This is an optimization exercise on Yosys and OpenROAD, whose aim is small area, a short achievable clock period and few clock cycles per item, not a production implementation.
RTL that was checked went through simulation tests only; none was proved equivalent to the original.
No activity file was given, so power comes from the tool's default toggle rates.

== job 5937 ==
==> flow/design.v <==
`timescale 1ns/10ps
module mpadd32_shift (CLK, RST_N, s_out, a_in, b_in, write, start, ready);
	input CLK, RST_N;
	input [255:0] a_in, b_in;
	input write, start;
	output [256:0] s_out;
	output ready;
	localparam K  = 8;
	localparam LK = 3;   
	localparam NB = 256 / K;
	localparam L  = 5;   
	localparam LW = 1;   
	reg [255:0]  q;
	reg [NB-1:0] g;      
	reg [NB-1:0] p;      
	reg          cout;
	reg          ready;
	assign s_out = {cout, q};
	genvar j, i, l;
	wire [255:0]  ws;
	wire [NB-1:0] bg;
	wire [NB-1:0] bp;
	generate
		for (j = 0; j < NB; j = j + 1) begin : add
			wire [K-1:0] x = a_in[j*K +: K] ^ b_in[j*K +: K];
			wire [K-1:0] y = a_in[j*K +: K] & b_in[j*K +: K];
			wire [K-1:0] G [0:LK];
			wire [K-1:0] P [0:LK];
			assign G[0] = y;
			assign P[0] = x;
			for (l = 0; l < LK; l = l + 1) begin : lvl
				for (i = 0; i < K; i = i + 1) begin : node
					if (i >= (1 << l)) begin : comb
						assign G[l+1][i] = G[l][i] | P[l][i] & G[l][i - (1 << l)];
						assign P[l+1][i] = P[l][i] & P[l][i - (1 << l)];
					end else begin : pass
						assign G[l+1][i] = G[l][i];
						assign P[l+1][i] = P[l][i];
					end
				end
			end
			assign ws[j*K +: K] = x ^ {G[LK][K-2:0], 1'b0};
			assign bg[j] = G[LK][K-1];
			assign bp[j] = P[LK][K-1];
		end
	endgenerate
	wire [NB-1:0] pg [0:L];
	wire [NB-1:0] pp [0:L];
	assign pg[0] = bg;
	assign pp[0] = bp;
	generate
		for (l = 0; l < L; l = l + 1) begin : lvl
			wire [NB-1:0] gi, pi;
			if (l == LW) begin : inr
				assign gi = g;
				assign pi = p;
			end else begin : inw
				assign gi = pg[l];
				assign pi = pp[l];
			end
			for (i = 0; i < NB; i = i + 1) begin : node
				if (i >= (1 << l)) begin : comb
					assign pg[l+1][i] = gi[i] | (pi[i] & gi[i - (1 << l)]);
					assign pp[l+1][i] = pi[i] & pi[i - (1 << l)];
				end else begin : pass
					assign pg[l+1][i] = gi[i];
					assign pp[l+1][i] = pi[i];
				end
			end
		end
	endgenerate
	wire [NB:0] c = {pg[L], 1'b0};
	wire [255:0] t;
	generate
		for (j = 0; j < NB; j = j + 1) begin : inc
			for (i = 0; i < K; i = i + 1) begin : bit_
				if (j == 0) begin : first
					assign t[i] = 1'b0;
				end else if (i == 0) begin : lsb
					assign t[j*K] = c[j];
				end else begin : up
					assign t[j*K+i] = c[j] & (&q[j*K +: i]);
				end
			end
		end
	endgenerate
	always @(posedge CLK) begin
		q    <= write ? ws : q ^ t;
		g    <= write ? pg[LW] : {NB{1'b0}};
		p    <= pp[LW];
		cout <= write ? 1'b0 : cout | c[NB];
		if (~RST_N)
			ready <= 1'b0;
		else
			ready <= start;
	end
endmodule
Settings: LEC_CHECK=0, CAP_MARGIN=20, CORE_MARGIN=2, CORE_UTILIZATION=40, CTS_CLUSTER_DIAMETER=100, CTS_CLUSTER_SIZE=20, GPL_ROUTABILITY_DRIVEN=0, SETUP_SLACK_MARGIN=2.7, SLEW_MARGIN=20; clock period 5.0 ns.
standard.sh (not shown) runs the stock make flow with config.mk's settings and CLKGATE_MAP_FILE= SYNTH_SCRIPT=/design/flow/synth_recipe.tcl, a recipe that flattens the netlist after the stock synthesis.
==> flow/flow/run.sh <==
#!/bin/bash
# The standard layout, with the port buffers made from buf_1 cells
# instead of the default delay buffers.
set -euo pipefail
export BUFFER_PORTS_ARGS="-buffer_cell sky130_fd_sc_hd__buf_1"
bash standard.sh > standard.log 2>&1
Testbench counts of job 5937, summed over its fixed seeds: cycles 1,032, items 512.
Input changes introduced in job 4796 (baseline for comparison: job 5937):
# job 5937
export LEC_CHECK = 0
export CAP_MARGIN = 20
export CORE_MARGIN = 2
export CORE_UTILIZATION = 40
export CTS_CLUSTER_DIAMETER = 100
export CTS_CLUSTER_SIZE = 20
export GPL_ROUTABILITY_DRIVEN = 0
export SETUP_SLACK_MARGIN = 2.7
export SLEW_MARGIN = 20
create_clock -name core_clock -period 5.0 [get_ports {CLK}]
# job 4796
export LEC_CHECK = 0
export CAP_MARGIN = 20
export CORE_MARGIN = 2
export CORE_UTILIZATION = 40
export CTS_CLUSTER_DIAMETER = 100
export CTS_CLUSTER_SIZE = 20
export PLACE_DENSITY = 0.7
export SETUP_SLACK_MARGIN = 2.7
export SLEW_MARGIN = 20
create_clock -name core_clock -period 5.0 [get_ports {CLK}]
==> comparison <==
- From job 5937 to job 4796, multi-input combinational gate total did not move at all.
- Going from job 5937 to job 4796, setup slack shrinks by 19 ps.
- Comparing job 4796 with job 5937, the sequential share of layout area came out essentially unchanged.
- Looking only at detailed route wirelength on metal3, and setting everything else aside, the higher value of job 4796 and job 5937 goes to job 4796.
- Summary of job 4796 over job 5937: length of the first detailed-routing pass in iterations down 2; final period demand of the worst path up 19 ps; critical path depth up 1.
- A worst setup path startpoint of a_in[81] is what job 4796 shows, while g[0] belongs to job 5937.
- Per the final summary, job 4796 finished and its layout is clean on timing, DRC and antenna.
- The final design area excluding fillers of job 4796 was inferior to that of job 5937.
- Job 4796 against job 5937: aggregate negative setup slack ~0 delta, non-clock buffering overhead in the final layout has remained practically unchanged, filler cell count in the final layout fell by 268.
Setup changes, job 4796 to job 4010
# job 4796
export LEC_CHECK = 0
export CAP_MARGIN = 20
export CORE_MARGIN = 2
export CORE_UTILIZATION = 40
export CTS_CLUSTER_DIAMETER = 100
export CTS_CLUSTER_SIZE = 20
export PLACE_DENSITY = 0.7
export SETUP_SLACK_MARGIN = 2.7
export SLEW_MARGIN = 20
create_clock -name core_clock -period 5.0 [get_ports {CLK}]
# job 4010
export LEC_CHECK = 0
export CAP_MARGIN = 20
export CORE_MARGIN = 2
export CORE_UTILIZATION = 40
export CTS_CLUSTER_DIAMETER = 100
export CTS_CLUSTER_SIZE = 20
export SETUP_SLACK_MARGIN = 2.7
export SLEW_MARGIN = 20
create_clock -name core_clock -period 5.0 [get_ports {CLK}]
### Flow results
On routed wirelength normalized by instance count: job 4010 sits below job 4796.
Final worst-path cycle share is higher on job 4796
From job 4796 to job 4010 the numbers moved as follows: setup skew after layout picked up an extra 7.4 ps, tightest slew margin relative to the limit increased by 30 points relative to the old numbers.
[inputs] job 8508 vs job 4010
# job 4010
export LEC_CHECK = 0
export CAP_MARGIN = 20
export CORE_MARGIN = 2
export CORE_UTILIZATION = 40
export CTS_CLUSTER_DIAMETER = 100
export CTS_CLUSTER_SIZE = 20
export SETUP_SLACK_MARGIN = 2.7
export SLEW_MARGIN = 20
create_clock -name core_clock -period 5.0 [get_ports {CLK}]
# job 8508
export LEC_CHECK = 0
export CAP_MARGIN = 20
export CORE_MARGIN = 2
export CORE_UTILIZATION = 40
export CTS_CLUSTER_DIAMETER = 100
export CTS_CLUSTER_SIZE = 20
export SETUP_SLACK_MARGIN = 2.75
export SLEW_MARGIN = 20
create_clock -name core_clock -period 5.0 [get_ports {CLK}]
Results
- Every stage of the flow completed for job 8508, and the final layout passed the timing, DRC and antenna checks.
- First-pass GRT wire length, job 8508 vs job 4010: up slightly
- Summary of job 8508 over job 4010: setup TNS has remained practically unchanged, clock distribution area overhead in the final layout has remained practically unchanged, maximum frequency has increased.
- Against job 4010 as the reference, job 8508 delivers a lower biggest fanout along the worst timing path.
- The hold slack of job 4010 and that of job 8508 are within noise of each other.

---

## exp/pepper
Another version of the RTL of mpadd32_shift (not shown whole).
Size in the first run: about 320 flip-flops, roughly 770 I/O pins, ~0.022 mm² of cells after synthesis.
export LEC_CHECK = 0
export CAP_MARGIN = 20
export CORE_MARGIN = 2
export CORE_UTILIZATION = 40
export CTS_CLUSTER_DIAMETER = 100
export CTS_CLUSTER_SIZE = 20
export SETUP_SLACK_MARGIN = 2.9
export SLEW_MARGIN = 20
create_clock -name core_clock -period 5.0 [get_ports {CLK}]
Scripts as last shown in full above: flow/flow/run.sh
Testbench counts of exp/pepper, summed over its fixed seeds: cycles 1,032, items 512.
[inputs] exp/xenon vs exp/pepper
- a change of SETUP_SLACK_MARGIN from 2.9 to 2.8
[summary]
When exp/xenon is set beside exp/pepper, its layout overhead on the synthesized area turns out to be 13 points smaller.
Summary of exp/xenon over exp/pepper: relative area of clock buffers and inverters in the final design climbed 0.29 points; setup slack went down by 0.016 ns; sequential portion of the cell area increased 0.65 points.
Run comparison: exp/pepper uppermost metal layer occupied by signal nets met4; exp/xenon uppermost metal layer occupied by signal nets met5
Here is what was changed in the inputs of exp/indigo compared with exp/xenon.
- SETUP_SLACK_MARGIN changed from 2.8 to 2.85
--- outcome ---
The run showing the smaller count of buffers added by post-CTS timing repair for setup is exp/xenon. On proportion of cell area occupied by multi-input gates, exp/indigo tracks exp/xenon almost exactly. Max core utilization across exp/xenon and exp/indigo: exp/indigo. Comparing exp/xenon and exp/indigo, the higher amount of wire on met2 after detailed routing is on exp/indigo. Power: exp/indigo draws more than exp/xenon. Changes observed in exp/indigo relative to exp/xenon: minimum setup slack after placement went down; routed via count went up; cell row count did not really move; internal reg-to-reg setup slack went up.
Edits applied to the flow inputs when going from exp/indigo to exp/nickel:
- SETUP_SLACK_MARGIN changed from 2.85 to 2.8
- CORE_UTILIZATION changed from 40 to 43
### Flow results
- Between exp/nickel and exp/indigo, the part of the total power dissipated in the clock network is lower for exp/indigo.
- Maximum number of pins on one net before global-route repair for exp/nickel: 4 up relative to exp/indigo
- The area of the placeable core number comes out higher for exp/indigo vs exp/nickel.
- exp/nickel ended with less power share of the combinational group than exp/indigo.
- Met3 routed wirelength: exp/nickel vs exp/indigo down about 6%
- exp/indigo → exp/nickel: via count of the first global-routing pass now smaller, relative slew slack now smaller, time the final worst path needs with I/O delays and setup now smaller.

---

mpadd32_shift, a different RTL version from the one above (not shown whole).
Size in the first run: about 2700 cells after synthesis, about 320 flip-flops, about 24000 sq um of cells after synthesis.
// mpadd32_shift
module mpadd32_shift (CLK, RST_N, s_out, a_in, b_in, write, start, ready);
clock: 5.0 ns
lec_check: 0
cap_margin: 20
core_margin: 2
core_utilization: 40
cts_cluster_diameter: 100
cts_cluster_size: 20
setup_slack_margin: 2.6
slew_margin: 20
Scripts as last shown in full above: flow/flow/run.sh
Testbench counts at the start, summed over its fixed seeds: cycles 1,032, items 512.
Change:
Settings changed: SETUP_SLACK_MARGIN 2.6 to 2.8.
Effect:
- die area does not change
- setup slack gets better by 0.14 ns
- power climbs by about 3.4%
- routed wire length climbs by 4.1%
- clock-buffer cell count shrinks by 1
- sequential cell count is unchanged
- first-iteration DRC count grows by about 2.5%
- clock power fell by about 3%
- via count grows by about 0.6%
Change:
Settings changed: SETUP_SLACK_MARGIN 2.8 to 2.7.
The changed run finished clean.
Critical path depth does not change.
Sequential cell count does not change.
Worst hold slack is worse by 0.0036 ns.
Global-route usage went down by 0.69 points.
Final area decreases by 4.3%.

---

mpadd32_shift, a different RTL version from the one above (not shown whole).
For scale: about 2,800 cells after synthesis, about 320 flip-flops.
==> flow/config.mk <==
export PLATFORM = sky130hd
export DESIGN_NAME = mpadd32_shift
export DESIGN_NICKNAME = mpadd32_shift
export VERILOG_FILES = /design/flow/design.v
export SDC_FILE = /design/flow/constraint.sdc
export NUM_CORES = 4
export LEC_CHECK = 0
export CAP_MARGIN = 20
export CORE_MARGIN = 2
export CORE_UTILIZATION = 55
export SETUP_SLACK_MARGIN = 2.5
export SLEW_MARGIN = 20
==> flow/constraint.sdc <==
create_clock -name core_clock -period 5.0 [get_ports {CLK}]
set_input_delay 1.0000 -clock core_clock [delete_from_list [all_inputs] [get_ports {CLK}]]
set_output_delay 1.0000 -clock core_clock [all_outputs]
set_load 0.01 [all_outputs]
Scripts as last shown in full above: flow/flow/run.sh
The first run stopped in I/O pin placement with PPL-0024.
Testbench counts at the start, summed over its fixed seeds: cycles 1,032, items 512.
==> next run, changes <==
- CORE_UTILIZATION: 55 -> 40
After rerunning: Now the flow finished clean; synthesized area stays the same; synthesized cell count is unchanged.

---

Setup of run 1:
mpadd32_shift, a different RTL version from the one above (not shown whole).
Size: ~2,800 cells after synthesis, ~320 flip-flops, roughly 770 I/O pins, ~24,000 µm² of cells after synthesis.
==> flow/design.v (excerpt) <==
module mpadd32_shift (CLK, RST_N, s_out, a_in, b_in, write, start, ready);
export LEC_CHECK = 0
export CAP_MARGIN = 20
export CORE_MARGIN = 2
export CORE_UTILIZATION = 40
export CTS_CLUSTER_DIAMETER = 150
export CTS_CLUSTER_SIZE = 20
export SETUP_SLACK_MARGIN = 2.5
export SLEW_MARGIN = 20
create_clock -name core_clock -period 5.0 [get_ports {CLK}]
Scripts as last shown in full above: flow/flow/run.sh
Testbench counts of run 1, summed over its fixed seeds: cycles 1,032, items 512.
[inputs] run 2 vs run 1
Settings: CTS_CLUSTER_DIAMETER: 150 -> 100.
--- outcome ---
Run 2: all stages complete, timing, DRC and antenna checks passed. Going from run 1 to run 2, met1 layer wirelength in the final routing lost about 0.8%, final setup skew picked up an extra 0.0089 ns, largest voltage drop on the vdd net lower, logic gate share of total power went down by 1.3 points. Of run 2 and run 1, the lower cell count belongs to run 1. Run 1 tops out at a lower clock frequency than run 2. On total length of routed wires, run 2 and run 1 are basically level.
Edits applied to the flow inputs when going from run 2 to run 3:
Settings: CTS_CLUSTER_DIAMETER: 100 -> 80; CTS_CLUSTER_SIZE: 20 -> 25.
[summary]
Number of antenna cells inserted: lower on run 3. Looking at worst setup path endpoint, the g[6] result is from run 3; the g[17] one comes from run 2. Run 3 reports its timing startpoint of the critical path as a_in[40] while run 2 reports a_in[120]. Against run 2, first-iteration DRC count in run 3 fell slightly. Compared with run 2, in run 3 final standard cell area without fillers now sits higher, number of antenna violations at the first check in global routing now sits lower, clock latency on the worst-skew pair now sits higher, top achievable clock speed now sits at about the same level, setup slack now sits at about the same level. Changes observed in run 3 relative to run 2: total power went up 5.6%; non-clock buffer count level.
Relative to run 3, the following input files were edited for run 4:
Settings: clearing CTS_CLUSTER_DIAMETER, which used to be 80; putting CTS_BUF_LIST at sky130_fd_sc_hd__clkbuf_4 sky130_fd_sc_hd__clkbuf_8 where nothing was set; clearing CTS_CLUSTER_SIZE, which used to be 25.
==> notes.md <==
- Utilization was higher in run 4 than in run 3.
- A worst setup path startpoint of a_in[40] is what run 3 shows, while g[3] belongs to run 4.
- Relative to run 3, clock power increased by about 30% in run 4.
- Run 4 vs run 3, timing endpoint of the critical path: q[192] vs g[6]
- Length of the first detailed-routing pass in iterations delta (run 3 -> run 4): insignificant

---

Setup of green:
mpadd32_shift, a different RTL version from the one above (not shown whole).
Size in the first run: roughly 2,800 cells after synthesis, roughly 310 flip-flops, ~770 I/O pins, about 24,000 sq um of cells after synthesis.
==> flow/config.mk <==
export PLATFORM = sky130hd
export DESIGN_NAME = mpadd32_shift
export DESIGN_NICKNAME = mpadd32_shift
export VERILOG_FILES = /design/flow/design.v
export SDC_FILE = /design/flow/constraint.sdc
export NUM_CORES = 4
export LEC_CHECK = 0
export CAP_MARGIN = 20
export CORE_MARGIN = 2
export CORE_UTILIZATION = 40
export SETUP_SLACK_MARGIN = 2.5
export SLEW_MARGIN = 20
==> flow/constraint.sdc <==
create_clock -name core_clock -period 5.0 [get_ports {CLK}]
set_input_delay 1.0000 -clock core_clock [delete_from_list [all_inputs] [get_ports {CLK}]]
set_output_delay 1.0000 -clock core_clock [all_outputs]
set_load 0.01 [all_outputs]
Scripts as last shown in full above: flow/flow/run.sh
Input-level comparison between red and green:
- SETUP_SLACK_MARGIN changed from 2.5 to 2.8
--- outcome ---
- Sort red and green by arrival time at the worst endpoint desc -> top: green
- Going from green to red, register area picked up an extra about 1.4%; utilization after layout now sits higher; routed length on met2 went up about 6%.
- Going from green to red, filler-free cell count of the finished design grows by 2.8%.
- Looking at first element of the critical path, the b_in[200] result is from green; the a_in[144] one comes from red.
- red did not stop at any stage, and its layout met the timing, DRC and antenna checks.
- Side by side, post-layout worst setup margin turned out higher in red than in green.
No run of this note included a check of the RTL's function; only the layout flow was run.

[port drivers added, routing unchanged]
Ports are ideal in the flow. The routed layouts listed here were re-timed in OpenROAD. Step 1: set_driving_cell puts a clkbuf_16 on CLK and a buf_2 on each other input, an assumption about the parent block. Step 2 times the ports against the registers' clock, not the clock port: input delays grow and output delays shrink by t, the midpoint of the rising clock arrivals with the driver on. a / b / c = no drivers / after step 1 / after step 2; a / b = the first two.
run | t, ns | setup slack, ns | worst setup path after step 2 | clock arrival spread, ns
job 5937 | 0.604 | 2.736 / 2.690 / 2.176 | input to register | 0.032 / 0.032
job 4796 | 0.593 | 2.717 / 2.671 / 2.143 | input to register | 0.024 / 0.024
job 4010 | 0.604 | 2.736 / 2.690 / 2.176 | input to register | 0.032 / 0.032
job 8508 | 0.600 | 2.780 / 2.717 / 2.189 | input to register | 0.023 / 0.022
exp/pepper | 0.599 | 2.831 / 2.863 / 2.270 | input to register | 0.023 / 0.023
exp/xenon | 0.608 | 2.815 / 2.765 / 2.239 | input to register | 0.020 / 0.020
exp/indigo | 0.603 | 2.760 / 2.784 / 2.181 | input to register | 0.030 / 0.029
exp/nickel | 0.611 | 2.817 / 2.752 / 2.226 | input to register | 0.027 / 0.027
the first run of note 3 | 0.613 | 2.648 / 2.587 / 2.066 | input to register | 0.028 / 0.027
the second run of note 3 | 0.621 | 2.789 / 2.769 / 2.197 | input to register | 0.035 / 0.035
the third run of note 3 | 0.609 | 2.725 / 2.694 / 2.137 | input to register | 0.017 / 0.017
the second run of note 4 | 0.598 | 2.416 / 2.416 / 2.090 | input to register | 0.019 / 0.018
run 1 | 0.596 | 2.530 / 2.560 / 1.964 | input to register | 0.016 / 0.016
run 2 | 0.611 | 2.553 / 2.580 / 1.982 | input to register | 0.026 / 0.026
run 3 | 0.647 | 2.554 / 2.541 / 1.938 | input to register | 0.016 / 0.017
run 4 | 0.718 | 2.539 / 2.539 / 1.882 | input to register | 0.030 / 0.029
green | 0.615 | 2.549 / 2.579 / 1.964 | input to register | 0.013 / 0.013
red | 0.628 | 2.696 / 2.715 / 2.087 | input to register | 0.019 / 0.020
After both steps every run listed still meets setup and hold. For run 4, which loses most, drivers alone change the setup slack by 0.000 ns; drivers and shift together by -0.657 ns.
